This design comes from an exercise in tuning for small area, a short achievable clock period and few clock cycles on the open sky130 flow, not from production work. RTL that was checked went through simulation tests only; none was proved equivalent to the original. Power and IR drop assume default switching activity.

## run A
## SME
module SME(
  input clk,
  input reset,
  input [7:0] chardata,
  input isstring,
  input ispattern,
  output valid,
  output match,
  output [4:0] match_index
  );
  reg [7:0]   b_r;       
  reg         s_r, p_r;  
  reg         s_prev, p_prev;
  reg [255:0] str;       
  reg [4:0]   lm1;       
  reg [4:0]   base;      
  reg [31:0]  m;
  reg         valid_r, match_r;
  reg [4:0]   idx_r;
  wire [31:0] in_str;
  wire [31:0] m_n;
  genvar q;
  generate
    for (q = 0; q < 32; q = q + 1) begin : g_slot
      assign in_str[q] = (q <= lm1);
      wire eq = (str[8*q +: 8] == b_r);
      if (q == 31)
        assign m_n[q] = eq & (~p_prev & in_str[q]);
      else
        assign m_n[q] = eq & (p_prev ? m[q+1] : in_str[q]);
    end
  endgenerate
  reg [4:0] top;
  integer i;
  always @(*) begin
    top = 5'd0;
    for (i = 0; i < 32; i = i + 1)
      if (m_n[i]) top = i;
  end
  wire any = |m_n;
  always @(posedge clk) begin
    b_r <= chardata;
    if (reset) begin
      s_r <= 1'b0;
      p_r <= 1'b0;
      s_prev <= 1'b0;
      p_prev <= 1'b0;
      valid_r <= 1'b0;
    end else begin
      s_r <= isstring;
      p_r <= ispattern;
      s_prev <= s_r;
      p_prev <= p_r;
      valid_r <= p_r & ~ispattern;
    end
    if (s_r) begin
      str <= {str[247:0], b_r};
      lm1 <= s_prev ? lm1 + 5'd1 : 5'd0;
      base <= s_prev ? lm1 + 5'd1 : 5'd0;
    end else if (p_r)
      base <= base - 5'd1;
    else
      base <= lm1;
    m <= m_n;
    match_r <= any;
    idx_r <= any ? base - top : 5'd0;
  end
  assign valid = valid_r;
  assign match = match_r;
  assign match_index = idx_r;
endmodule
Size: ~950 cells after synthesis, ~0.014 sq mm of cells after synthesis.
==> module SME, before the edit <==
module SME(
  input clk,
  input reset,
  input [7:0] chardata,
  input isstring,
  input ispattern,
  output valid,
  output match,
  output [4:0] match_index
  );
  reg [7:0]   b_r;       
  reg         s_r, p_r;  
  reg         s_prev, p_prev;
  reg [255:0] str;       
  reg [4:0]   lm1;       
  reg [4:0]   base;      
  reg [31:0]  m;
  reg         valid_r, match_r;
  reg [4:0]   idx_r;
  wire [31:0] in_str;
  wire [31:0] m_n;
  genvar q;
  generate
    for (q = 0; q < 32; q = q + 1) begin : g_slot
      assign in_str[q] = (q <= lm1);
      wire eq = (str[8*q +: 8] == b_r);
      if (q == 31)
        assign m_n[q] = eq & (~p_prev & in_str[q]);
      else
        assign m_n[q] = eq & (p_prev ? m[q+1] : in_str[q]);
    end
  endgenerate
  reg [4:0] top;
  integer i;
  always @(*) begin
    top = 5'd0;
    for (i = 0; i < 32; i = i + 1)
      if (m_n[i]) top = i;
  end
  wire any = |m_n;
  always @(posedge clk) begin
    b_r <= chardata;
    if (reset) begin
      s_r <= 1'b0;
      p_r <= 1'b0;
      s_prev <= 1'b0;
      p_prev <= 1'b0;
      valid_r <= 1'b0;
    end else begin
      s_r <= isstring;
      p_r <= ispattern;
      s_prev <= s_r;
      p_prev <= p_r;
      valid_r <= p_r & ~ispattern;
    end
    if (s_r) begin
      str <= {str[247:0], b_r};
      lm1 <= s_prev ? lm1 + 5'd1 : 5'd0;
      base <= s_prev ? lm1 + 5'd1 : 5'd0;
    end else if (p_r)
      base <= base - 5'd1;
    else
      base <= lm1;
    m <= m_n;
    match_r <= any;
    idx_r <= any ? base - top : 5'd0;
  end
  assign valid = valid_r;
  assign match = match_r;
  assign match_index = idx_r;
endmodule
clock: 8.0 ns
lec_check: 0
abc_clock_period_in_ps: 2000
cap_margin: 20
core_margin: 2
core_utilization: 40
setup_slack_margin: 5
slew_margin: 20
run.sh (not shown) runs the stock make flow with config.mk's settings and CLKGATE_MAP_FILE= SYNTH_SCRIPT=/design/flow/synth_recipe.tcl, a recipe that flattens the netlist after the stock synthesis.
Testbench counts of run A, summed over its fixed seeds: cycles 4,687.
#### Input delta (run B over run A)
==> flow/design.v <==
module SME(
  input clk,
  input reset,
  input [7:0] chardata,
  input isstring,
  input ispattern,
  output valid,
  output match,
  output [4:0] match_index
  );
  reg [7:0]   b_r;       
  reg         s_r, p_r;  
  reg         s_prev, p_prev;
  reg [255:0] ring;      
  reg [4:0]   z;         
  reg [4:0]   hi;        
  reg [4:0]   lo;        
  reg [31:0]  m;
  reg         valid_r, match_r;
  reg [4:0]   idx_r;
  wire s_first = s_r & ~s_prev;
  wire [4:0] z_n = s_first ? 5'd0 : z + 5'd1;
  wire wrap = (lo > hi);
  wire [31:0] m_n;
  wire [31:0] cand_a, cand_b;
  genvar q;
  generate
    for (q = 0; q < 32; q = q + 1) begin : g_slot
      wire eq = (ring[8*q +: 8] == b_r);
      assign m_n[q] = eq & (~p_prev | m[q]);
      wire le_hi = (q <= hi);
      wire ge_lo = (q >= lo);
      assign cand_a[q] = m_n[q] & le_hi & (ge_lo | wrap);
      assign cand_b[q] = m_n[q] & ~le_hi & ge_lo & wrap;
    end
  endgenerate
  reg [4:0] top_a, top_b;
  integer i;
  always @(*) begin
    top_a = 5'd0;
    top_b = 5'd0;
    for (i = 0; i < 32; i = i + 1) begin
      if (cand_a[i]) top_a = i;
      if (cand_b[i]) top_b = i;
    end
  end
  wire any_a = |cand_a;
  wire any = any_a | (|cand_b);
  wire [4:0] top = any_a ? top_a : top_b;
  always @(posedge clk) begin
    b_r <= chardata;
    if (reset) begin
      s_r <= 1'b0;
      p_r <= 1'b0;
      s_prev <= 1'b0;
      p_prev <= 1'b0;
      valid_r <= 1'b0;
    end else begin
      s_r <= isstring;
      p_r <= ispattern;
      s_prev <= s_r;
      p_prev <= p_r;
      valid_r <= p_r & ~ispattern;
    end
    ring <= {ring[247:0], s_r ? b_r : ring[255:248]};
    z <= z_n;
    if (!p_r) hi <= z_n;
    if (s_first) lo <= 5'd0;
    else if (!s_r) lo <= lo + 5'd1;
    m <= m_n;
    match_r <= any;
    idx_r <= any ? hi - top : 5'd0;
  end
  assign valid = valid_r;
  assign match = match_r;
  assign match_index = idx_r;
endmodule
==> run summary <==
- The final layouts of run A and run B pass the timing, DRC and antenna checks.
- On run B: total power is about 33% higher than what run A gave.
- Compare run A and run B | worst endpoint data arrival time higher: run B
- Note that the filler-free cell count of the finished design recorded for run B amounts to 1.2 times the value seen in run A.
- Shortest clock period the worst path allows after layout delta for run B relative to run A: 840 ps higher
- Critical path launch point = hi[4]$_DFFE_PN_: run B; critical path launch point = lm1[0]$_DFFE_PP_: run A
- Going from run A to run B, the register share of total power was found to have gone down by 15 points.
- Adder and majority gate portion of the synthesized area delta for run B relative to run A: 0.42 points higher
- Run A -> run B: sequential cell count increased slightly
- The maximum clock frequency of run B is lower than that of run A.
The RTL of run B was laid out without a check of its function.

static timing again, ports no longer ideal:
Ports are ideal in the flow. The routed layouts listed here were re-timed in OpenROAD. Step 1 assumes that a clkbuf_16 drives the clock port and a buf_2 every other input. Step 2 adds t to the input delays and takes it off the output delays; t is the mean of the earliest and latest rising clock arrival at the registers after step 1. Input paths then give back, and output paths get back, about the clock's delay inside the block. a / b / c = ideal / step 1 / step 2; a / b = the first two.
run	shift t [ns]	setup slack, ns	worst setup path after step 2	worst data-port slew with drivers (ns)
run A	0.550	4.392 / 4.392 / 4.392	register to register	0.03
run B	0.603	3.556 / 3.556 / 3.556	register to register	0.03
After both steps setup and hold are still met in every run listed.
